What follows belongs to an exercise in optimizing a design on an open flow for a short achievable clock period; a production flow would make more cautious choices. Only simulation tests tie the RTL to the original design; equivalence was not proved. In this run the design's own scripts or RTL, not TritonCTS, make the clock network. The clock port is modelled as an ideal driver, which makes a skipped or thinned clock tree look cheaper than it is; a real chip needs a root buffer or a tree. Power is estimated from default activity; no workload was simulated.

==> design/flow/design.v <==
module alu(OPA, OPB, CIN, INP_VALID, CLK, RST, CMD, CE, MODE, COUT, OFLOW, RES, G, E, L, ERR);
    input [7:0] OPA, OPB;
    input CLK, RST, CE, MODE, CIN;
    input [1:0] INP_VALID;
    input [3:0] CMD;
    output reg [15:0] RES;
    output reg COUT, OFLOW, G, E, L, ERR;
    wire vab = INP_VALID[0] & INP_VALID[1];
    wire va = INP_VALID[0];
    wire vb = INP_VALID[1];
    wire am = CE & MODE;
    wire lm = CE & ~MODE;
    wire d_add = am & vab & (CMD == 4'd0);
    wire d_sub = am & vab & (CMD == 4'd1);
    wire d_addc = am & vab & (CMD == 4'd2);
    wire d_subc = am & vab & (CMD == 4'd3);
    wire d_inca = am & va & (CMD == 4'd4);
    wire d_deca = am & va & (CMD == 4'd5);
    wire d_incb = am & vb & (CMD == 4'd6);
    wire d_decb = am & vb & (CMD == 4'd7);
    wire d_cmp = am & vab & (CMD == 4'd8);
    wire d_sadd = am & vab & (CMD == 4'd11);
    wire d_ssub = am & vab & (CMD == 4'd12);
    wire d_and = lm & vab & (CMD == 4'd0);
    wire d_nand = lm & vab & (CMD == 4'd1);
    wire d_or = lm & vab & (CMD == 4'd2);
    wire d_nor = lm & vab & (CMD == 4'd3);
    wire d_xor = lm & vab & (CMD == 4'd4);
    wire d_xnor = lm & vab & (CMD == 4'd5);
    wire d_nota = lm & va & (CMD == 4'd6);
    wire d_notb = lm & vb & (CMD == 4'd7);
    wire d_shra = lm & va & (CMD == 4'd8);
    wire d_shla = lm & va & (CMD == 4'd9);
    wire d_shrb = lm & vb & (CMD == 4'd10);
    wire d_shlb = lm & vb & (CMD == 4'd11);
    wire d_rol = lm & vab & (CMD == 4'd12);
    wire d_ror = lm & vab & (CMD == 4'd13);
    wire mul_en = am & vab & (CMD[3:2] == 2'b10) & (CMD[1] ^ CMD[0]);
    wire [9:0] y = {2'b00, OPB};
    wire [9:0] xa = {2'b00, OPA};
    wire b0i_y0 = 1'b1, b0i_y1 = y[0], b0i_y2 = y[1];
    wire one0i = b0i_y1 ^ b0i_y0;
    wire e0i = b0i_y2 ^ b0i_y1;
    wire [8:0] row0i_d = {9{b0i_y2}} ^ (one0i ? xa[8:0] : ({9{e0i}} & {xa[7:0], 1'b1}));
    wire b0s_y0 = 1'b0, b0s_y1 = y[0], b0s_y2 = y[1];
    wire one0s = b0s_y1 ^ b0s_y0;
    wire e0s = b0s_y2 ^ b0s_y1;
    wire [8:0] row0s_d = {9{b0s_y2}} ^ (one0s ? xa[8:0] : ({9{e0s}} & {xa[7:0], 1'b0}));
    wire cor0i_d = ~y[1] | y[0];
    wire cor0s_d = y[1];
    wire b1_y0 = y[1], b1_y1 = y[2], b1_y2 = y[3];
    wire one1 = b1_y1 ^ b1_y0;               
    wire e1 = b1_y2 ^ b1_y1;                 
    wire [8:1] row1_d = {8{b1_y2}} ^ (one1 ? xa[8:1] : ({8{e1}} & xa[7:0]));
    wire row1i0_d = b1_y2 ^ (one1 ? xa[0] : e1);
    wire row1s0_d = b1_y2 ^ (one1 & xa[0]);
    wire cor1i_d = (~b1_y2 & (b1_y1 | b1_y0)) | (b1_y2 & b1_y1 & b1_y0);
    wire cor1s_d = b1_y2;
    wire b2_y0 = y[3], b2_y1 = y[4], b2_y2 = y[5];
    wire one2 = b2_y1 ^ b2_y0;               
    wire e2 = b2_y2 ^ b2_y1;                 
    wire [8:1] row2_d = {8{b2_y2}} ^ (one2 ? xa[8:1] : ({8{e2}} & xa[7:0]));
    wire row2i0_d = b2_y2 ^ (one2 ? xa[0] : e2);
    wire row2s0_d = b2_y2 ^ (one2 & xa[0]);
    wire cor2i_d = (~b2_y2 & (b2_y1 | b2_y0)) | (b2_y2 & b2_y1 & b2_y0);
    wire cor2s_d = b2_y2;
    wire b3_y0 = y[5], b3_y1 = y[6], b3_y2 = y[7];
    wire one3 = b3_y1 ^ b3_y0;               
    wire e3 = b3_y2 ^ b3_y1;                 
    wire [8:1] row3_d = {8{b3_y2}} ^ (one3 ? xa[8:1] : ({8{e3}} & xa[7:0]));
    wire row3i0_d = b3_y2 ^ (one3 ? xa[0] : e3);
    wire row3s0_d = b3_y2 ^ (one3 & xa[0]);
    wire cor3i_d = (~b3_y2 & (b3_y1 | b3_y0)) | (b3_y2 & b3_y1 & b3_y0);
    wire cor3s_d = b3_y2;
    wire b4_y0 = y[7], b4_y1 = y[8], b4_y2 = y[9];
    wire one4 = b4_y1 ^ b4_y0;               
    wire e4 = b4_y2 ^ b4_y1;                 
    wire [7:1] row4_d = {7{b4_y2}} ^ (one4 ? xa[7:1] : ({7{e4}} & xa[6:0]));
    wire row4i0_d = b4_y2 ^ (one4 ? xa[0] : e4);
    wire row4s0_d = b4_y2 ^ (one4 & xa[0]);
    wire cor4i_d = (~b4_y2 & (b4_y1 | b4_y0)) | (b4_y2 & b4_y1 & b4_y0);
    wire cor4s_d = b4_y2;
    wire [15:0] rol_d = {OPA, OPA} << OPB[1:0];    
    wire [15:0] ror_d = {OPA, OPA} >> OPB[1:0];
    wire cu_d = CIN & ~CMD[3] & CMD[1] & ~CMD[0];       
    wire cv_d = ~(CIN & ~CMD[3] & CMD[1] & CMD[0]);    
    reg [8:0] row0i_q, row0s_q;
    reg cor0i_q, cor0s_q;
    reg [8:1] row1_q;
    reg row1i0_q, row1s0_q, cor1i_q, cor1s_q;
    reg [8:1] row2_q;
    reg row2i0_q, row2s0_q, cor2i_q, cor2s_q;
    reg [8:1] row3_q;
    reg row3i0_q, row3s0_q, cor3i_q, cor3s_q;
    reg [7:1] row4_q;
    reg row4i0_q, row4s0_q, cor4i_q, cor4s_q;
    reg [3:0] nsgn_q;        
    reg m_inc_q, m_sft_q;
    reg [7:0] a_q, b_q;
    reg [7:0] rol_q, ror_q;    
    reg err1_q;                
    reg [7:0] ug_q, up_q, vg_q, vp_q;
    reg ug0c_q, vg0c_q;
    reg cu_q, cv_q, bmax_cin_q, za_q, zb_q;
    reg q_add;
    reg q_sub;
    reg q_addc;
    reg q_subc;
    reg q_inca;
    reg q_deca;
    reg q_incb;
    reg q_decb;
    reg q_cmp;
    reg q_sadd;
    reg q_ssub;
    reg q_and;
    reg q_nand;
    reg q_or;
    reg q_nor;
    reg q_xor;
    reg q_xnor;
    reg q_nota;
    reg q_notb;
    reg q_shra;
    reg q_shla;
    reg q_shrb;
    reg q_shlb;
    reg q_rol;
    reg q_ror;
    always @(posedge CLK) begin
        row0i_q <= row0i_d; row0s_q <= row0s_d;
        cor0i_q <= cor0i_d; cor0s_q <= cor0s_d;
        row1_q <= row1_d;
        row1i0_q <= row1i0_d; row1s0_q <= row1s0_d;
        cor1i_q <= cor1i_d; cor1s_q <= cor1s_d;
        row2_q <= row2_d;
        row2i0_q <= row2i0_d; row2s0_q <= row2s0_d;
        cor2i_q <= cor2i_d; cor2s_q <= cor2s_d;
        row3_q <= row3_d;
        row3i0_q <= row3i0_d; row3s0_q <= row3s0_d;
        cor3i_q <= cor3i_d; cor3s_q <= cor3s_d;
        row4_q <= row4_d;
        row4i0_q <= row4i0_d; row4s0_q <= row4s0_d;
        cor4i_q <= cor4i_d; cor4s_q <= cor4s_d;
        nsgn_q <= ~{OPB[7], OPB[5], OPB[3], OPB[1]};
        m_inc_q <= mul_en & CMD[0];
        m_sft_q <= mul_en & ~CMD[0];
        a_q <= OPA;
        rol_q <= rol_d[15:8];
        ror_q <= ror_d[7:0];
        err1_q <= (d_rol | d_ror) & (|OPB[7:3]);
        ug_q <= OPA & OPB;
        up_q <= OPA ^ OPB;
        vg_q <= OPA & ~OPB;
        vp_q <= ~(OPA ^ OPB);
        ug0c_q <= (OPA[0] & OPB[0]) | ((OPA[0] ^ OPB[0]) & cu_d);
        vg0c_q <= (OPA[0] & ~OPB[0]) | (~(OPA[0] ^ OPB[0]) & cv_d);
        b_q <= OPB;
        cu_q <= cu_d;
        cv_q <= cv_d;
        bmax_cin_q <= CIN & (&OPB);
        za_q <= (OPA == 8'd0);
        zb_q <= (OPB == 8'd0);
        q_add <= d_add;
        q_sub <= d_sub;
        q_addc <= d_addc;
        q_subc <= d_subc;
        q_inca <= d_inca;
        q_deca <= d_deca;
        q_incb <= d_incb;
        q_decb <= d_decb;
        q_cmp <= d_cmp;
        q_sadd <= d_sadd;
        q_ssub <= d_ssub;
        q_and <= d_and;
        q_nand <= d_nand;
        q_or <= d_or;
        q_nor <= d_nor;
        q_xor <= d_xor;
        q_xnor <= d_xnor;
        q_nota <= d_nota;
        q_notb <= d_notb;
        q_shra <= d_shra;
        q_shla <= d_shla;
        q_shrb <= d_shrb;
        q_shlb <= d_shlb;
        q_rol <= d_rol;
        q_ror <= d_ror;
    end
    wire u_G0_1 = ug_q[1] | (up_q[1] & ug0c_q);
    wire u_G0_2 = ug_q[2] | (up_q[2] & ug_q[1]);
    wire u_P0_2 = up_q[2] & up_q[1];
    wire u_G0_3 = ug_q[3] | (up_q[3] & ug_q[2]);
    wire u_P0_3 = up_q[3] & up_q[2];
    wire u_G0_4 = ug_q[4] | (up_q[4] & ug_q[3]);
    wire u_P0_4 = up_q[4] & up_q[3];
    wire u_G0_5 = ug_q[5] | (up_q[5] & ug_q[4]);
    wire u_P0_5 = up_q[5] & up_q[4];
    wire u_G0_6 = ug_q[6] | (up_q[6] & ug_q[5]);
    wire u_P0_6 = up_q[6] & up_q[5];
    wire u_G0_7 = ug_q[7] | (up_q[7] & ug_q[6]);
    wire u_P0_7 = up_q[7] & up_q[6];
    wire u_G1_2 = u_G0_2 | (u_P0_2 & ug0c_q);
    wire u_G1_3 = u_G0_3 | (u_P0_3 & u_G0_1);
    wire u_G1_4 = u_G0_4 | (u_P0_4 & u_G0_2);
    wire u_P1_4 = u_P0_4 & u_P0_2;
    wire u_G1_5 = u_G0_5 | (u_P0_5 & u_G0_3);
    wire u_P1_5 = u_P0_5 & u_P0_3;
    wire u_G1_6 = u_G0_6 | (u_P0_6 & u_G0_4);
    wire u_P1_6 = u_P0_6 & u_P0_4;
    wire u_G1_7 = u_G0_7 | (u_P0_7 & u_G0_5);
    wire u_P1_7 = u_P0_7 & u_P0_5;
    wire u_G2_4 = u_G1_4 | (u_P1_4 & ug0c_q);
    wire u_G2_5 = u_G1_5 | (u_P1_5 & u_G0_1);
    wire u_G2_6 = u_G1_6 | (u_P1_6 & u_G1_2);
    wire u_G2_7 = u_G1_7 | (u_P1_7 & u_G1_3);
    wire v_G0_1 = vg_q[1] | (vp_q[1] & vg0c_q);
    wire v_G0_2 = vg_q[2] | (vp_q[2] & vg_q[1]);
    wire v_P0_2 = vp_q[2] & vp_q[1];
    wire v_G0_3 = vg_q[3] | (vp_q[3] & vg_q[2]);
    wire v_P0_3 = vp_q[3] & vp_q[2];
    wire v_G0_4 = vg_q[4] | (vp_q[4] & vg_q[3]);
    wire v_P0_4 = vp_q[4] & vp_q[3];
    wire v_G0_5 = vg_q[5] | (vp_q[5] & vg_q[4]);
    wire v_P0_5 = vp_q[5] & vp_q[4];
    wire v_G0_6 = vg_q[6] | (vp_q[6] & vg_q[5]);
    wire v_P0_6 = vp_q[6] & vp_q[5];
    wire v_G0_7 = vg_q[7] | (vp_q[7] & vg_q[6]);
    wire v_P0_7 = vp_q[7] & vp_q[6];
    wire v_G1_2 = v_G0_2 | (v_P0_2 & vg0c_q);
    wire v_G1_3 = v_G0_3 | (v_P0_3 & v_G0_1);
    wire v_G1_4 = v_G0_4 | (v_P0_4 & v_G0_2);
    wire v_P1_4 = v_P0_4 & v_P0_2;
    wire v_G1_5 = v_G0_5 | (v_P0_5 & v_G0_3);
    wire v_P1_5 = v_P0_5 & v_P0_3;
    wire v_G1_6 = v_G0_6 | (v_P0_6 & v_G0_4);
    wire v_P1_6 = v_P0_6 & v_P0_4;
    wire v_G1_7 = v_G0_7 | (v_P0_7 & v_G0_5);
    wire v_P1_7 = v_P0_7 & v_P0_5;
    wire v_G2_4 = v_G1_4 | (v_P1_4 & vg0c_q);
    wire v_G2_5 = v_G1_5 | (v_P1_5 & v_G0_1);
    wire v_G2_6 = v_G1_6 | (v_P1_6 & v_G1_2);
    wire v_G2_7 = v_G1_7 | (v_P1_7 & v_G1_3);
    wire [7:0] su = {(up_q[7] ^ u_G2_6), (up_q[6] ^ u_G2_5), (up_q[5] ^ u_G2_4), (up_q[4] ^ u_G1_3), (up_q[3] ^ u_G1_2), (up_q[2] ^ u_G0_1), (up_q[1] ^ ug0c_q), (up_q[0] ^ cu_q)};
    wire cu8 = u_G2_7;
    wire [7:0] sv = {(vp_q[7] ^ v_G2_6), (vp_q[6] ^ v_G2_5), (vp_q[5] ^ v_G2_4), (vp_q[4] ^ v_G1_3), (vp_q[3] ^ v_G1_2), (vp_q[2] ^ v_G0_1), (vp_q[1] ^ vg0c_q), (vp_q[0] ^ cv_q)};
    wire cv8 = v_G2_7;
    wire [7:0] ia = a_q + 8'd1;
    wire [7:0] da = a_q - 8'd1;
    wire [7:0] ib = b_q + 8'd1;
    wire [7:0] db = b_q - 8'd1;
    wire s8a = up_q[7] ^ cu8;      
    wire s8s = vp_q[7] ^ cv8;      
    wire eq = &vp_q;
    wire zsa = ~(|su) & ~s8a;
    wire zss = ~(|sv) & ~s8s;
    wire berr = |b_q[7:3];
    wire [7:0] rol8 = b_q[2] ? {rol_q[3:0], rol_q[7:4]} : rol_q;
    wire [7:0] ror8 = b_q[2] ? {ror_q[3:0], ror_q[7:4]} : ror_q;
    wire [7:0] lo8 =
          ({8{q_add | q_addc | q_sadd}} & su)
        | ({8{q_sub | q_subc | q_ssub}} & sv)
        | ({8{q_inca}} & ia) | ({8{q_deca}} & da) | ({8{q_incb}} & ib) | ({8{q_decb}} & db)
        | ({8{q_and}} & (a_q & b_q)) | ({8{q_nand}} & ~(a_q & b_q))
        | ({8{q_or}} & (a_q | b_q)) | ({8{q_nor}} & ~(a_q | b_q))
        | ({8{q_xor}} & (a_q ^ b_q)) | ({8{q_xnor}} & ~(a_q ^ b_q))
        | ({8{q_nota}} & ~a_q) | ({8{q_notb}} & ~b_q)
        | ({8{q_shra}} & {1'b0, a_q[7:1]}) | ({8{q_shla}} & {a_q[6:0], 1'b0})
        | ({8{q_shrb}} & {1'b0, b_q[7:1]}) | ({8{q_shlb}} & {b_q[6:0], 1'b0})
        | ({8{q_rol & ~berr}} & rol8) | ({8{q_ror & ~berr}} & ror8);
    wire hi = (q_sadd & s8a) | (q_ssub & s8s);
    wire [15:0] other = {{8{hi}}, lo8};
    wire cout_d = ((q_add | q_addc) & cu8) | (q_sadd & s8a) | (q_ssub & s8s);
    wire oflow_d = (q_sub & ~cv8) | (q_subc & ~cv8 & ~bmax_cin_q)
        | (q_deca & za_q) | (q_decb & zb_q)
        | (q_sadd & ~up_q[7] & (su[7] ^ ug_q[7]))      
        | (q_ssub & ~vp_q[7] & (sv[7] ^ vg_q[7]));     
    wire g_d = (q_cmp & cv8 & ~eq) | (q_sadd & ~s8a & ~zsa) | (q_ssub & ~s8s & ~zss);
    wire e_d = (q_cmp & eq) | (q_sadd & zsa) | (q_ssub & zss);
    wire l_d = (q_cmp & ~cv8) | (q_sadd & s8a) | (q_ssub & s8s);
    wire err_d = err1_q;
    wire t0s = row0i_q[6] ^ row1_q[4];
    wire t0c = row0i_q[6] & row1_q[4];
    wire t1s = row0i_q[7] ^ row1_q[5];
    wire t1c = row0i_q[7] & row1_q[5];
    wire t2s = row0i_q[8] ^ row1_q[6] ^ row2_q[4];
    wire t2c = (row0i_q[8] & row1_q[6]) | (row0i_q[8] & row2_q[4]) | (row1_q[6] & row2_q[4]);
    wire t3s = row3_q[2] ^ row4i0_q;
    wire t3c = row3_q[2] & row4i0_q;
    wire t4s = row1_q[7] ^ row2_q[5] ^ row3_q[3];
    wire t4c = (row1_q[7] & row2_q[5]) | (row1_q[7] & row3_q[3]) | (row2_q[5] & row3_q[3]);
    wire t5s = row4_q[1] ^ ~nsgn_q[0];
    wire t5c = row4_q[1] & ~nsgn_q[0];
    wire t6s = row1_q[8] ^ row2_q[6] ^ row3_q[4];
    wire t6c = (row1_q[8] & row2_q[6]) | (row1_q[8] & row3_q[4]) | (row2_q[6] & row3_q[4]);
    wire t7s = row4_q[2] ^ ~nsgn_q[0];
    wire t7c = row4_q[2] & ~nsgn_q[0];
    wire t8s = row2_q[7] ^ row3_q[5] ^ row4_q[3];
    wire t8c = (row2_q[7] & row3_q[5]) | (row2_q[7] & row4_q[3]) | (row3_q[5] & row4_q[3]);
    wire t9s = nsgn_q[1] ^ nsgn_q[0];
    wire t9c = nsgn_q[1] & nsgn_q[0];
    wire t10s = row2_q[8] ^ row3_q[6] ^ row4_q[4];
    wire t10c = (row2_q[8] & row3_q[6]) | (row2_q[8] & row4_q[4]) | (row3_q[6] & row4_q[4]);
    wire t11s = row0i_q[4] ^ row1_q[2];
    wire t11c = row0i_q[4] & row1_q[2];
    wire t12s = row0i_q[5] ^ row1_q[3];
    wire t12c = row0i_q[5] & row1_q[3];
    wire t13s = t0s ^ row2_q[2] ^ row3i0_q;
    wire t13c = (t0s & row2_q[2]) | (t0s & row3i0_q) | (row2_q[2] & row3i0_q);
    wire t14s = t0c ^ t1s ^ row2_q[3];
    wire t14c = (t0c & t1s) | (t0c & row2_q[3]) | (t1s & row2_q[3]);
    wire t15s = t1c ^ t2s ^ t3s;
    wire t15c = (t1c & t2s) | (t1c & t3s) | (t2s & t3s);
    wire t16s = t2c ^ t3c ^ t4s;
    wire t16c = (t2c & t3c) | (t2c & t4s) | (t3c & t4s);
    wire t17s = t4c ^ t5c ^ t6s;
    wire t17c = (t4c & t5c) | (t4c & t6s) | (t5c & t6s);
    wire t18s = t6c ^ t7c ^ t8s;
    wire t18c = (t6c & t7c) | (t6c & t8s) | (t7c & t8s);
    wire t19s = t8c ^ t9c ^ t10s;
    wire t19c = (t8c & t9c) | (t8c & t10s) | (t9c & t10s);
    wire t20s = t10c ^ row3_q[7] ^ row4_q[5];
    wire t20c = (t10c & row3_q[7]) | (t10c & row4_q[5]) | (row3_q[7] & row4_q[5]);
    wire t21s = row3_q[8] ^ row4_q[6];
    wire t21c = row3_q[8] & row4_q[6];
    wire t22s = row0i_q[2] ^ row1i0_q;
    wire t22c = row0i_q[2] & row1i0_q;
    wire t23s = row0i_q[3] ^ row1_q[1];
    wire t23c = row0i_q[3] & row1_q[1];
    wire t24s = t11s ^ row2i0_q ^ cor2i_q;
    wire t24c = (t11s & row2i0_q) | (t11s & cor2i_q) | (row2i0_q & cor2i_q);
    wire t25s = t11c ^ t12s ^ row2_q[1];
    wire t25c = (t11c & t12s) | (t11c & row2_q[1]) | (t12s & row2_q[1]);
    wire t26s = t12c ^ t13s ^ cor3i_q;
    wire t26c = (t12c & t13s) | (t12c & cor3i_q) | (t13s & cor3i_q);
    wire t27s = t13c ^ t14s ^ row3_q[1];
    wire t27c = (t13c & t14s) | (t13c & row3_q[1]) | (t14s & row3_q[1]);
    wire t28s = t14c ^ t15s ^ cor4i_q;
    wire t28c = (t14c & t15s) | (t14c & cor4i_q) | (t15s & cor4i_q);
    wire t29s = t15c ^ t16s ^ t5s;
    wire t29c = (t15c & t16s) | (t15c & t5s) | (t16s & t5s);
    wire t30s = t16c ^ t17s ^ t7s;
    wire t30c = (t16c & t17s) | (t16c & t7s) | (t17s & t7s);
    wire t31s = t17c ^ t18s ^ t9s;
    wire t31c = (t17c & t18s) | (t17c & t9s) | (t18s & t9s);
    wire t32s = t18c ^ t19s ^ 1'b1;
    wire t32c = (t18c & t19s) | (t18c & 1'b1) | (t19s & 1'b1);
    wire t33s = t19c ^ t20s ^ nsgn_q[2];
    wire t33c = (t19c & t20s) | (t19c & nsgn_q[2]) | (t20s & nsgn_q[2]);
    wire t34s = t20c ^ t21s ^ 1'b1;
    wire t34c = (t20c & t21s) | (t20c & 1'b1) | (t21s & 1'b1);
    wire t35s = t21c ^ row4_q[7] ^ nsgn_q[3];
    wire t35c = (t21c & row4_q[7]) | (t21c & nsgn_q[3]) | (row4_q[7] & nsgn_q[3]);
    wire t36s = row0s_q[6] ^ row1_q[4];
    wire t36c = row0s_q[6] & row1_q[4];
    wire t37s = row0s_q[7] ^ row1_q[5];
    wire t37c = row0s_q[7] & row1_q[5];
    wire t38s = row0s_q[8] ^ row1_q[6] ^ row2_q[4];
    wire t38c = (row0s_q[8] & row1_q[6]) | (row0s_q[8] & row2_q[4]) | (row1_q[6] & row2_q[4]);
    wire t39s = row3_q[2] ^ row4s0_q;
    wire t39c = row3_q[2] & row4s0_q;
    wire t40s = row1_q[7] ^ row2_q[5] ^ row3_q[3];
    wire t40c = (row1_q[7] & row2_q[5]) | (row1_q[7] & row3_q[3]) | (row2_q[5] & row3_q[3]);
    wire t41s = row4_q[1] ^ ~nsgn_q[0];
    wire t41c = row4_q[1] & ~nsgn_q[0];
    wire t42s = row1_q[8] ^ row2_q[6] ^ row3_q[4];
    wire t42c = (row1_q[8] & row2_q[6]) | (row1_q[8] & row3_q[4]) | (row2_q[6] & row3_q[4]);
    wire t43s = row4_q[2] ^ ~nsgn_q[0];
    wire t43c = row4_q[2] & ~nsgn_q[0];
    wire t44s = row2_q[7] ^ row3_q[5] ^ row4_q[3];
    wire t44c = (row2_q[7] & row3_q[5]) | (row2_q[7] & row4_q[3]) | (row3_q[5] & row4_q[3]);
    wire t45s = nsgn_q[1] ^ nsgn_q[0];
    wire t45c = nsgn_q[1] & nsgn_q[0];
    wire t46s = row2_q[8] ^ row3_q[6] ^ row4_q[4];
    wire t46c = (row2_q[8] & row3_q[6]) | (row2_q[8] & row4_q[4]) | (row3_q[6] & row4_q[4]);
    wire t47s = row0s_q[4] ^ row1_q[2];
    wire t47c = row0s_q[4] & row1_q[2];
    wire t48s = row0s_q[5] ^ row1_q[3];
    wire t48c = row0s_q[5] & row1_q[3];
    wire t49s = t36s ^ row2_q[2] ^ row3s0_q;
    wire t49c = (t36s & row2_q[2]) | (t36s & row3s0_q) | (row2_q[2] & row3s0_q);
    wire t50s = t36c ^ t37s ^ row2_q[3];
    wire t50c = (t36c & t37s) | (t36c & row2_q[3]) | (t37s & row2_q[3]);
    wire t51s = t37c ^ t38s ^ t39s;
    wire t51c = (t37c & t38s) | (t37c & t39s) | (t38s & t39s);
    wire t52s = t38c ^ t39c ^ t40s;
    wire t52c = (t38c & t39c) | (t38c & t40s) | (t39c & t40s);
    wire t53s = t40c ^ t41c ^ t42s;
    wire t53c = (t40c & t41c) | (t40c & t42s) | (t41c & t42s);
    wire t54s = t42c ^ t43c ^ t44s;
    wire t54c = (t42c & t43c) | (t42c & t44s) | (t43c & t44s);
    wire t55s = t44c ^ t45c ^ t46s;
    wire t55c = (t44c & t45c) | (t44c & t46s) | (t45c & t46s);
    wire t56s = t46c ^ row3_q[7] ^ row4_q[5];
    wire t56c = (t46c & row3_q[7]) | (t46c & row4_q[5]) | (row3_q[7] & row4_q[5]);
    wire t57s = row3_q[8] ^ row4_q[6];
    wire t57c = row3_q[8] & row4_q[6];
    wire t58s = row0s_q[2] ^ row1s0_q;
    wire t58c = row0s_q[2] & row1s0_q;
    wire t59s = row0s_q[3] ^ row1_q[1];
    wire t59c = row0s_q[3] & row1_q[1];
    wire t60s = t47s ^ row2s0_q ^ cor2s_q;
    wire t60c = (t47s & row2s0_q) | (t47s & cor2s_q) | (row2s0_q & cor2s_q);
    wire t61s = t47c ^ t48s ^ row2_q[1];
    wire t61c = (t47c & t48s) | (t47c & row2_q[1]) | (t48s & row2_q[1]);
    wire t62s = t48c ^ t49s ^ cor3s_q;
    wire t62c = (t48c & t49s) | (t48c & cor3s_q) | (t49s & cor3s_q);
    wire t63s = t49c ^ t50s ^ row3_q[1];
    wire t63c = (t49c & t50s) | (t49c & row3_q[1]) | (t50s & row3_q[1]);
    wire t64s = t50c ^ t51s ^ cor4s_q;
    wire t64c = (t50c & t51s) | (t50c & cor4s_q) | (t51s & cor4s_q);
    wire t65s = t51c ^ t52s ^ t41s;
    wire t65c = (t51c & t52s) | (t51c & t41s) | (t52s & t41s);
    wire t66s = t52c ^ t53s ^ t43s;
    wire t66c = (t52c & t53s) | (t52c & t43s) | (t53s & t43s);
    wire t67s = t53c ^ t54s ^ t45s;
    wire t67c = (t53c & t54s) | (t53c & t45s) | (t54s & t45s);
    wire t68s = t54c ^ t55s ^ 1'b1;
    wire t68c = (t54c & t55s) | (t54c & 1'b1) | (t55s & 1'b1);
    wire t69s = t55c ^ t56s ^ nsgn_q[2];
    wire t69c = (t55c & t56s) | (t55c & nsgn_q[2]) | (t56s & nsgn_q[2]);
    wire t70s = t56c ^ t57s ^ 1'b1;
    wire t70c = (t56c & t57s) | (t56c & 1'b1) | (t57s & 1'b1);
    wire f_g0 = ((row0i_q[0] & m_inc_q) | (1'b0 & m_sft_q)) & ((cor0i_q & m_inc_q) | (1'b0 & m_sft_q));
    wire f_p0 = ((row0i_q[0] & m_inc_q) | (1'b0 & m_sft_q)) ^ ((cor0i_q & m_inc_q) | (1'b0 & m_sft_q));
    wire f_g1 = ((row0i_q[1] & m_inc_q) | (row0s_q[0] & m_sft_q)) & ((1'b0 & m_inc_q) | (cor0s_q & m_sft_q));
    wire f_p1 = ((row0i_q[1] & m_inc_q) | (row0s_q[0] & m_sft_q)) ^ ((1'b0 & m_inc_q) | (cor0s_q & m_sft_q));
    wire f_g2 = ((t22s & m_inc_q) | (row0s_q[1] & m_sft_q)) & ((cor1i_q & m_inc_q) | (1'b0 & m_sft_q));
    wire f_p2 = ((t22s & m_inc_q) | (row0s_q[1] & m_sft_q)) ^ ((cor1i_q & m_inc_q) | (1'b0 & m_sft_q));
    wire f_g3 = ((t22c & m_inc_q) | (t58s & m_sft_q)) & ((t23s & m_inc_q) | (cor1s_q & m_sft_q));
    wire f_p3 = ((t22c & m_inc_q) | (t58s & m_sft_q)) ^ ((t23s & m_inc_q) | (cor1s_q & m_sft_q));
    wire f_g4 = ((t23c & m_inc_q) | (t58c & m_sft_q)) & ((t24s & m_inc_q) | (t59s & m_sft_q));
    wire f_p4 = ((t23c & m_inc_q) | (t58c & m_sft_q)) ^ ((t24s & m_inc_q) | (t59s & m_sft_q));
    wire f_g5 = ((t24c & m_inc_q) | (t59c & m_sft_q)) & ((t25s & m_inc_q) | (t60s & m_sft_q));
    wire f_p5 = ((t24c & m_inc_q) | (t59c & m_sft_q)) ^ ((t25s & m_inc_q) | (t60s & m_sft_q));
    wire f_g6 = ((t25c & m_inc_q) | (t60c & m_sft_q)) & ((t26s & m_inc_q) | (t61s & m_sft_q));
    wire f_p6 = ((t25c & m_inc_q) | (t60c & m_sft_q)) ^ ((t26s & m_inc_q) | (t61s & m_sft_q));
    wire f_g7 = ((t26c & m_inc_q) | (t61c & m_sft_q)) & ((t27s & m_inc_q) | (t62s & m_sft_q));
    wire f_p7 = ((t26c & m_inc_q) | (t61c & m_sft_q)) ^ ((t27s & m_inc_q) | (t62s & m_sft_q));
    wire f_g8 = ((t27c & m_inc_q) | (t62c & m_sft_q)) & ((t28s & m_inc_q) | (t63s & m_sft_q));
    wire f_p8 = ((t27c & m_inc_q) | (t62c & m_sft_q)) ^ ((t28s & m_inc_q) | (t63s & m_sft_q));
    wire f_g9 = ((t28c & m_inc_q) | (t63c & m_sft_q)) & ((t29s & m_inc_q) | (t64s & m_sft_q));
    wire f_p9 = ((t28c & m_inc_q) | (t63c & m_sft_q)) ^ ((t29s & m_inc_q) | (t64s & m_sft_q));
    wire f_g10 = ((t29c & m_inc_q) | (t64c & m_sft_q)) & ((t30s & m_inc_q) | (t65s & m_sft_q));
    wire f_p10 = ((t29c & m_inc_q) | (t64c & m_sft_q)) ^ ((t30s & m_inc_q) | (t65s & m_sft_q));
    wire f_g11 = ((t30c & m_inc_q) | (t65c & m_sft_q)) & ((t31s & m_inc_q) | (t66s & m_sft_q));
    wire f_p11 = ((t30c & m_inc_q) | (t65c & m_sft_q)) ^ ((t31s & m_inc_q) | (t66s & m_sft_q));
    wire f_g12 = ((t31c & m_inc_q) | (t66c & m_sft_q)) & ((t32s & m_inc_q) | (t67s & m_sft_q));
    wire f_p12 = ((t31c & m_inc_q) | (t66c & m_sft_q)) ^ ((t32s & m_inc_q) | (t67s & m_sft_q));
    wire f_g13 = ((t32c & m_inc_q) | (t67c & m_sft_q)) & ((t33s & m_inc_q) | (t68s & m_sft_q));
    wire f_p13 = ((t32c & m_inc_q) | (t67c & m_sft_q)) ^ ((t33s & m_inc_q) | (t68s & m_sft_q));
    wire f_g14 = ((t33c & m_inc_q) | (t68c & m_sft_q)) & ((t34s & m_inc_q) | (t69s & m_sft_q));
    wire f_p14 = ((t33c & m_inc_q) | (t68c & m_sft_q)) ^ ((t34s & m_inc_q) | (t69s & m_sft_q));
    wire f_g15 = ((t34c & m_inc_q) | (t69c & m_sft_q)) & ((t35s & m_inc_q) | (t70s & m_sft_q));
    wire f_p15 = ((t34c & m_inc_q) | (t69c & m_sft_q)) ^ ((t35s & m_inc_q) | (t70s & m_sft_q));
    wire f_G0_1 = f_g1 | (f_p1 & f_g0);
    wire f_G0_2 = f_g2 | (f_p2 & f_g1);
    wire f_P0_2 = f_p2 & f_p1;
    wire f_G0_3 = f_g3 | (f_p3 & f_g2);
    wire f_P0_3 = f_p3 & f_p2;
    wire f_G0_4 = f_g4 | (f_p4 & f_g3);
    wire f_P0_4 = f_p4 & f_p3;
    wire f_G0_5 = f_g5 | (f_p5 & f_g4);
    wire f_P0_5 = f_p5 & f_p4;
    wire f_G0_6 = f_g6 | (f_p6 & f_g5);
    wire f_P0_6 = f_p6 & f_p5;
    wire f_G0_7 = f_g7 | (f_p7 & f_g6);
    wire f_P0_7 = f_p7 & f_p6;
    wire f_G0_8 = f_g8 | (f_p8 & f_g7);
    wire f_P0_8 = f_p8 & f_p7;
    wire f_G0_9 = f_g9 | (f_p9 & f_g8);
    wire f_P0_9 = f_p9 & f_p8;
    wire f_G0_10 = f_g10 | (f_p10 & f_g9);
    wire f_P0_10 = f_p10 & f_p9;
    wire f_G0_11 = f_g11 | (f_p11 & f_g10);
    wire f_P0_11 = f_p11 & f_p10;
    wire f_G0_12 = f_g12 | (f_p12 & f_g11);
    wire f_P0_12 = f_p12 & f_p11;
    wire f_G0_13 = f_g13 | (f_p13 & f_g12);
    wire f_P0_13 = f_p13 & f_p12;
    wire f_G0_14 = f_g14 | (f_p14 & f_g13);
    wire f_P0_14 = f_p14 & f_p13;
    wire f_G0_15 = f_g15 | (f_p15 & f_g14);
    wire f_P0_15 = f_p15 & f_p14;
    wire f_G1_2 = f_G0_2 | (f_P0_2 & f_g0);
    wire f_G1_3 = f_G0_3 | (f_P0_3 & f_G0_1);
    wire f_G1_4 = f_G0_4 | (f_P0_4 & f_G0_2);
    wire f_P1_4 = f_P0_4 & f_P0_2;
    wire f_G1_5 = f_G0_5 | (f_P0_5 & f_G0_3);
    wire f_P1_5 = f_P0_5 & f_P0_3;
    wire f_G1_6 = f_G0_6 | (f_P0_6 & f_G0_4);
    wire f_P1_6 = f_P0_6 & f_P0_4;
    wire f_G1_7 = f_G0_7 | (f_P0_7 & f_G0_5);
    wire f_P1_7 = f_P0_7 & f_P0_5;
    wire f_G1_8 = f_G0_8 | (f_P0_8 & f_G0_6);
    wire f_P1_8 = f_P0_8 & f_P0_6;
    wire f_G1_9 = f_G0_9 | (f_P0_9 & f_G0_7);
    wire f_P1_9 = f_P0_9 & f_P0_7;
    wire f_G1_10 = f_G0_10 | (f_P0_10 & f_G0_8);
    wire f_P1_10 = f_P0_10 & f_P0_8;
    wire f_G1_11 = f_G0_11 | (f_P0_11 & f_G0_9);
    wire f_P1_11 = f_P0_11 & f_P0_9;
    wire f_G1_12 = f_G0_12 | (f_P0_12 & f_G0_10);
    wire f_P1_12 = f_P0_12 & f_P0_10;
    wire f_G1_13 = f_G0_13 | (f_P0_13 & f_G0_11);
    wire f_P1_13 = f_P0_13 & f_P0_11;
    wire f_G1_14 = f_G0_14 | (f_P0_14 & f_G0_12);
    wire f_P1_14 = f_P0_14 & f_P0_12;
    wire f_G1_15 = f_G0_15 | (f_P0_15 & f_G0_13);
    wire f_P1_15 = f_P0_15 & f_P0_13;
    wire f_G2_4 = f_G1_4 | (f_P1_4 & f_g0);
    wire f_G2_5 = f_G1_5 | (f_P1_5 & f_G0_1);
    wire f_G2_6 = f_G1_6 | (f_P1_6 & f_G1_2);
    wire f_G2_7 = f_G1_7 | (f_P1_7 & f_G1_3);
    wire f_G2_8 = f_G1_8 | (f_P1_8 & f_G1_4);
    wire f_P2_8 = f_P1_8 & f_P1_4;
    wire f_G2_9 = f_G1_9 | (f_P1_9 & f_G1_5);
    wire f_P2_9 = f_P1_9 & f_P1_5;
    wire f_G2_10 = f_G1_10 | (f_P1_10 & f_G1_6);
    wire f_P2_10 = f_P1_10 & f_P1_6;
    wire f_G2_11 = f_G1_11 | (f_P1_11 & f_G1_7);
    wire f_P2_11 = f_P1_11 & f_P1_7;
    wire f_G2_12 = f_G1_12 | (f_P1_12 & f_G1_8);
    wire f_P2_12 = f_P1_12 & f_P1_8;
    wire f_G2_13 = f_G1_13 | (f_P1_13 & f_G1_9);
    wire f_P2_13 = f_P1_13 & f_P1_9;
    wire f_G2_14 = f_G1_14 | (f_P1_14 & f_G1_10);
    wire f_P2_14 = f_P1_14 & f_P1_10;
    wire f_G2_15 = f_G1_15 | (f_P1_15 & f_G1_11);
    wire f_P2_15 = f_P1_15 & f_P1_11;
    wire f_G3_8 = f_G2_8 | (f_P2_8 & f_g0);
    wire f_G3_9 = f_G2_9 | (f_P2_9 & f_G0_1);
    wire f_G3_10 = f_G2_10 | (f_P2_10 & f_G1_2);
    wire f_G3_11 = f_G2_11 | (f_P2_11 & f_G1_3);
    wire f_G3_12 = f_G2_12 | (f_P2_12 & f_G2_4);
    wire f_G3_13 = f_G2_13 | (f_P2_13 & f_G2_5);
    wire f_G3_14 = f_G2_14 | (f_P2_14 & f_G2_6);
    wire f_G3_15 = f_G2_15 | (f_P2_15 & f_G2_7);
    wire [15:0] res_d = {((f_p15 | other[15]) ^ f_G3_14), ((f_p14 | other[14]) ^ f_G3_13), ((f_p13 | other[13]) ^ f_G3_12), ((f_p12 | other[12]) ^ f_G3_11), ((f_p11 | other[11]) ^ f_G3_10), ((f_p10 | other[10]) ^ f_G3_9), ((f_p9 | other[9]) ^ f_G3_8), ((f_p8 | other[8]) ^ f_G2_7), ((f_p7 | other[7]) ^ f_G2_6), ((f_p6 | other[6]) ^ f_G2_5), ((f_p5 | other[5]) ^ f_G2_4), ((f_p4 | other[4]) ^ f_G1_3), ((f_p3 | other[3]) ^ f_G1_2), ((f_p2 | other[2]) ^ f_G0_1), ((f_p1 | other[1]) ^ f_g0), ((f_p0 | other[0]) ^ 1'b0)};
    always @(posedge CLK or posedge RST) begin
        if (RST) begin
            RES <= 16'd0;
            COUT <= 1'b0; OFLOW <= 1'b0; G <= 1'b0; E <= 1'b0; L <= 1'b0; ERR <= 1'b0;
        end
        else begin
            RES <= res_d;
            COUT <= cout_d; OFLOW <= oflow_d; G <= g_d; E <= e_d; L <= l_d; ERR <= err_d;
        end
    end
endmodule
==> design/flow/flow/run.sh <==
#!/bin/bash
# Standard ORFS flow (the standard.sh) with:
#  - the standard flow's synthesis script wrapped so that ABC uses flow/abc_speed.script, and no
#    full-adder cell extraction;
#  - input port buffers resized and a hand-built clock tree of buf_16/buf_12 buffers
#    (flow/pre_cts.tcl, flow/manual_cts.tcl) in place of TritonCTS;
#  - after CTS, drive-0 and low-power cells sized up and one more timing repair
#    (flow/post_cts.tcl);
#  - repair_timing aiming well below the 8 ns constraint.
W=$(pwd)
export MY_FLOW_DIR=$W/flow
export MY_ABC_SCRIPT=$W/flow/abc_speed.script
export FLOW_SYNTH_TCL=$W/synth_recipe.tcl
export MCTS_NROOT=4
export MCTS_NLEAF=2
export MCTS_ROOT_CELL=sky130_fd_sc_hd__buf_16
export MCTS_LEAF_CELL=sky130_fd_sc_hd__buf_12
bash standard.sh SYNTH_SCRIPT=$W/flow/my_synth.tcl ADDER_MAP_FILE= ABC_CLOCK_PERIOD_IN_PS=1000 \
  PRE_CTS_TCL=$W/flow/pre_cts.tcl POST_CTS_TCL=$W/flow/post_cts.tcl SETUP_SLACK_MARGIN=5.65 CORE_UTILIZATION=35 finish > flow_make.log 2>&1
==> design/flow/flow/abc_speed.script <==
strash
&get -n
&st
&if -g -K 6
&syn2
&if -g -K 6
&put
dch
map {D}
buffer
upsize {D}
dnsize {D}
stime -p
==> design/flow/flow/manual_cts.tcl <==
proc mcts_split {items key} {
  set s [lsort -real -index $key $items]
  set h [expr {[llength $s] / 2}]
  return [list [lrange $s 0 [expr {$h - 1}]] [lrange $s $h end]]
}
proc mcts_groups {items n} {
  set groups [list $items]
  set key 1
  while {[llength $groups] < $n} {
    set ng {}
    foreach g $groups { lappend ng {*}[mcts_split $g $key] }
    set groups $ng
    set key [expr {$key == 1 ? 2 : 1}]
  }
  return $groups
}
proc mcts_center {g} {
  set sx 0; set sy 0
  foreach e $g { set sx [expr {$sx + [lindex $e 1]}]; set sy [expr {$sy + [lindex $e 2]}] }
  return [list [expr {int($sx / [llength $g])}] [expr {int($sy / [llength $g])}]]
}
proc mcts_buffer {block master name innet g} {
  lassign [mcts_center $g] cx cy
  set inst [odb::dbInst_create $block $master $name]
  set net [odb::dbNet_create $block "${name}_net"]
  $net setSigType CLOCK
  [$inst findITerm A] connect $innet
  [$inst findITerm X] connect $net
  foreach e $g { set it [lindex $e 0]; $it disconnect; $it connect $net }
  $inst setLocation $cx $cy
  $inst setPlacementStatus PLACED
  return [list [$inst findITerm A] $cx $cy]
}
proc manual_cts {args} {
  set nroot [expr {[info exists ::env(MCTS_NROOT)] ? $::env(MCTS_NROOT) : 4}]
  set nleaf [expr {[info exists ::env(MCTS_NLEAF)] ? $::env(MCTS_NLEAF) : 1}]
  set block [ord::get_db_block]
  set rcell [expr {[info exists ::env(MCTS_ROOT_CELL)] ? $::env(MCTS_ROOT_CELL) : "sky130_fd_sc_hd__clkbuf_16"}]
  set lcell [expr {[info exists ::env(MCTS_LEAF_CELL)] ? $::env(MCTS_LEAF_CELL) : "sky130_fd_sc_hd__clkbuf_16"}]
  set master [[ord::get_db] findMaster $rcell]
  set lmaster [[ord::get_db] findMaster $lcell]
  set clknet [[$block findBTerm CLK] getNet]
  set items {}
  foreach it [$clknet getITerms] {
    set b [[$it getInst] getBBox]
    lappend items [list $it [expr {([$b xMin] + [$b xMax]) / 2}] [expr {([$b yMin] + [$b yMax]) / 2}]]
  }
  puts "manual_cts: [llength $items] sinks, $nroot root buffers, $nleaf leaf buffers each"
  set r 0
  foreach g [mcts_groups $items $nroot] {
    if {$nleaf > 1} {
      # leaf buffers first, on the clock port's net; then the root buffer takes them over
      set leaves {}
      set l 0
      foreach lg [mcts_groups $g $nleaf] {
        lappend leaves [mcts_buffer $block $lmaster "clkbuf_m_${r}_$l" $clknet $lg]
        puts "manual_cts: leaf $r.$l drives [llength $lg] sinks"
        incr l
      }
      mcts_buffer $block $master "clkbuf_m_$r" $clknet $leaves
    } else {
      mcts_buffer $block $master "clkbuf_m_$r" $clknet $g
      puts "manual_cts: root $r drives [llength $g] sinks"
    }
    incr r
  }
}
==> design/flow/flow/my_synth.tcl <==
# The standard flow's synthesis script (synth_recipe.tcl), with Yosys's abc pass given our own ABC
# script: SOP balancing before a delay-driven standard-cell map.
proc abc {args} {
  set i [lsearch -exact $args -script]
  if {$i >= 0} { lset args [expr {$i + 1}] $::env(MY_ABC_SCRIPT) }
  yosys abc {*}$args
}
source $::env(FLOW_SYNTH_TCL)
==> design/flow/flow/post_cts.tcl <==
# End of ORFS's CTS step: size up the weakest logic cells (drive 0, low-power inverters)
# left by repair_timing, run one more round of timing repair, and legalize again.
foreach inst [get_cells *] {
  set m [get_property $inst ref_name]
  if {[regexp {^sky130_fd_sc_hd__([a-z0-9]+)_0$} $m -> base]} {
    catch { replace_cell $inst sky130_fd_sc_hd__${base}_1 }
  } elseif {[regexp {^sky130_fd_sc_hd__clkinvlp_([0-9]+)$} $m -> n]} {
    catch { replace_cell $inst sky130_fd_sc_hd__inv_$n }
  }
}
estimate_parasitics -placement
repair_timing_helper
detailed_placement
check_placement -verbose
==> design/flow/flow/pre_cts.tcl <==
# Start of ORFS's CTS step.
# 1. Input port buffers: a buf_8 on every input port (the standard flow's rule: every port keeps a
#    buffer); the ports fan out widely and the placement-time buffers are small.
foreach inst [get_cells input*] {
  set m [get_property $inst ref_name]
  if {[string match "sky130_fd_sc_hd__*buf*" $m]} {
    replace_cell $inst sky130_fd_sc_hd__buf_8
  }
}
# 2. Replace TritonCTS by the clock tree of manual_cts.tcl; the rest of the step
#    (legalization, timing repair) runs unchanged.
source $::env(MY_FLOW_DIR)/manual_cts.tcl
rename clock_tree_synthesis tritoncts_clock_tree_synthesis
proc clock_tree_synthesis {args} { manual_cts }
==> design/flow/standard.sh <==
#!/bin/bash
# synth_recipe.tcl (not shown) runs the flow's synth.tcl, then flattens the netlist and writes it again
# the make line also repeats each setting of config.mk as NAME=value (left out here)
make -C /OpenROAD-flow-scripts/flow DESIGN_CONFIG=/design/flow/config.mk WORK_HOME=/design/flow/orfs CLKGATE_MAP_FILE= SYNTH_SCRIPT=/design/flow/synth_recipe.tcl "${@:-finish}"
==> design/flow/config.mk <==
export PLATFORM = sky130hd
export DESIGN_NAME = alu
export DESIGN_NICKNAME = alu
export VERILOG_FILES = /design/flow/design.v
export SDC_FILE = /design/flow/constraint.sdc
export NUM_CORES = 4
export LEC_CHECK = 0
export CAP_MARGIN = 20
export CORE_MARGIN = 2
export CORE_UTILIZATION = 40
export SLEW_MARGIN = 20
==> design/flow/constraint.sdc <==
create_clock -name core_clock -period 8.0 [get_ports {CLK}]
set_input_delay 1.6000 -clock core_clock [delete_from_list [all_inputs] [get_ports {CLK}]]
set_output_delay 1.6000 -clock core_clock [all_outputs]
set_load 0.01 [all_outputs]
==> out/results.ini <==
[run_status]
status = no timing/DRC/antenna violations

[floorplan]
die-area_sq_um = 35700
dieHeight_um = 189
io_pins = 49
rows = 67
die_x_um = 189
coreArea_sq_um = 33600
start_util_pct = 35.6

[grt]
grt_pass1_vias = 13570
grt_antenna_before_repair = 0
grt_pass1_wl_mm = 76.2
grt_max_degree = 28
grt_usage_pct = 26.7
grt.overflow.total = 0

[yosys]
synth-seq-cells = 184
netlist_area_sq_um = 12000
synth_fp_nets = 1835
synth_edf_count = 0
synth_cells = 1808
yosysTopAreaCellShare_pct = 27.1
yosysSeqAreaShare_pct = 31.7
yosysTopAreaCell = dfxtp_1
syn_area_per_cell_sq_um = 6.62
synth_cell_type_count = 77
synth_ff_type = dfxtp_1
ys_warn_count = 1
async_flop_share_pct = 12.0
netlist_top_cells_area = dfxtp_1 (27%), nand2_1 (12%), nand3_1 (7.4%)

[critical_path]
cp-start-kind = flip-flop
crit_path_end_kind = flip-flop
critical_path_class = reg -> reg
crit_fanout = 6
cp.arrival_ps = 2530
required_ps = 8140

[routing]
drtAntennaViolNets = 0
wirelength_mm = 49.2
via_count = 14179
drtPass1Iterations = 5
drt_iter0_drc = 1413
routedWlPerCell_um = 20.3
vias_per_cell = 5.84
drc = 0

[power_and_ir_drop]
swShare_pct = 35.9
power.leakage_nw = 7.16
p_sw_mw = 0.881
pwr-share-comb_pct = 33.7
p_int_mw = 1.57
clock_power_share_pct = 23.2
max-vdd-ir-drop_mv = 0.152
power_density_nw_per_um2 = 146
seq_power_share_pct = 43.1

[timing]
fmax_ghz = 0.419
final.setup_skew_ps = 32.9
min_period_over_period_pct = 29.9
min_period_ps = 2390
final-setup-viol-count = 0
rsz0062_at_grt = true
slew_violations = 0
max-slew-margin-rel_pct = 60.2
hold_violations = 0
hold_slack_ps = 334
setup_tns_ps = 0
fin_ws_ps = 5610
worst_slew_pin_slew_ps = 595

[final_layout]
register_area_sq_um = 3880
diodes = 0
fillers = 3214
drive_above_1_share_pct = 31.3
syn_to_final_growth_pct = 40.0
final_nets = 2009
multi_input_area_sq_um = 8850

[cts]
clock_latency_ps = 260
clkTransAtPathRegs_ps = 100

[placed_design]
post-place-ws_ps = 4130
hpwlAfterDp_mm = 33.2
routabilityCongestion = 0.933
portBuffers = 48

[hold_path]
holdCritPathClass = reg -> reg

[job]
drv_cap = 0

==> final cells by class <==
cell class              instances  share of cell area [%]
repair inverters                1                  0.0373
inverters                     180                    4.79
plain buffers                  12                    1.61
repair buffers                211                    14.2
multi-input cells            1392                    52.8
flip-flops and latches        184                    23.2
well taps                     448                    3.35
==> critical path, stage by stage, from the launching register on <==
cell and delay [ps]:
dfxtp_2 410, nand2_4 120, nand2_1 130, nand3_2 150
nand2_2 120, nand4_1 150, nand4_4 190, nand2_1 60
nand4_1 170, nand3_2 120, a22oi_2 250, nand3_1 140
a21oi_2 180, o21ai_1 90
==> sequential cells by signal, indices dropped and copies added (netlist names), 8 cells and up <==
register / cells
RES: 16
a_q: 8
rol_q: 8
ror_q: 8
row0i_q: 9
row0s_q: 9
row1_q: 8
row2_q: 8
row3_q: 8
up_q: 8
vp_q: 8
==> cells by family after synthesis <==
| logic type | after synthesis | share of synthesized area, % |
|---|---|---|
| AO/OA/AOI/OAI | 403 | 22.1 |
| buffers and inverters | 233 | 7.70 |
| XOR/XNOR | 28 | 2.11 |
| multiplexers | 1 | 0.0836 |
| flip-flops | 184 | 31.7 |
| AND/OR/NAND/NOR | 959 | 36.4 |
==> cell usage in the layout (no fill, tap or decap), types with 16 or more instances in the layout <==
| cell | synthesis | final |
|---|---|---|
| nor2_1 | 207 | 151 |
| dfrtp_1 | 22 | 22 |
| a21oi_2 | 1 | 16 |
| xor2_1 | 21 | 21 |
| buf_6 | 2 | 44 |
| o21ai_2 | 2 | 31 |
| buf_12 | 0 | 32 |
| inv_1 | 174 | 135 |
| o22ai_1 | 30 | 24 |
| nand2_1 | 384 | 340 |
| dfxtp_2 | 0 | 25 |
| nand4_1 | 83 | 83 |
| o21ai_1 | 14 | 72 |
| nor2_4 | 0 | 36 |
| nor2_2 | 2 | 22 |
| dfxtp_1 | 162 | 122 |
| nand3_1 | 176 | 149 |
| clkbuf_2 | 0 | 18 |
| nand3_2 | 10 | 32 |
| o2111ai_1 | 21 | 17 |
| buf_4 | 6 | 93 |
| inv_2 | 3 | 18 |
| nand2_2 | 5 | 40 |
| buf_8 | 0 | 20 |
| a21oi_1 | 104 | 81 |
| nor3_1 | 37 | 21 |
==> metrics by stage <==
stage	power, mW	area, sq um	instances	util, %
after floorplan	1.49	12200	1808	-
after global placement	1.65	12900	2259	38.5
after detailed placement	1.65	12900	2259	38.5
after global routing	2.57	16800	2428	49.8
final	2.45	16800	2428	49.8
==> Yosys cell counts, types with 5 or more instances <==
cell type,n
nand3_2,10
dfrtp_1,22
o21ai_0,92
buf_2,8
o2111ai_1,21
o211ai_1,6
a22oi_1,13
buf_4,6
nand4_1,83
o21ai_1,14
o221ai_1,23
a221oi_1,10
xnor2_1,6
or2_2,9
nand2b_1,5
clkbuf_1,35
xor2_1,21
o22ai_1,30
nand2_1,384
a21oi_1,104
dfxtp_1,162
inv_1,174
a31oi_1,23
o21bai_1,5
nand3_1,176
nand3b_1,10
nor4_1,7
and2_1,10
nor3_1,37
o2bb2ai_1,10
nand2_2,5
nor2_1,207
==> routing by layer <==
layer	share of wire [%]	global-route usage (%)
met5	0	0
met4	3.7	8.02
met3	8.7	3.84
met2	45	43.7
met1	43	36.4
==> power groups by stage <==
| stage | sequential (mW) | combinational (mW) | clock [mW] |
|---|---|---|---|
| detailed placement | 1.07 | 0.585 | 0 |
| floorplan | 1.04 | 0.445 | 0 |
| global placement | 1.07 | 0.576 | 0 |
| global route | 1.06 | 0.897 | 0.606 |
| finish | 1.06 | 0.825 | 0.569 |
==> worst paths after layout <==
path                            from  cells past startpoint  slack [ps]      end
setup / recovery           row3_q[3]                     13        5610  RES[15]
hold / removal                err1_q                      0         330      ERR
setup reg to reg           row3_q[3]                     13        5610  RES[15]
hold reg to reg               err1_q                      0         330      ERR
max in group asynchronous        RST                      3        6150   RES[3]
min in group asynchronous        RST                      2        1280        L

[static timing again, ports no longer ideal]
How much do the figures lean on ideal ports? The routed layout below was timed once more, with nothing changed but the port constraints.
Step 1: set_driving_cell puts a clkbuf_16 on CLK and a buf_2 on each other input, an assumption about the parent block.
Step 2 times the ports against the registers' clock, not the clock port: input delays grow and output delays shrink by t, the midpoint of the rising clock arrivals with the driver on.
Three values: ideal ports, drivers, drivers and shift; two values: the first two.
t (ns): 0.363
setup WS [ns]: 5.612 / 5.497 / 5.360
worst setup path after step 2: input to register
slew at the worst register clock pin (ns): 0.12 / 0.12
After both steps setup and hold are still met in this run. For this run, drivers alone change the setup slack by -0.115 ns; drivers and shift together by -0.252 ns.
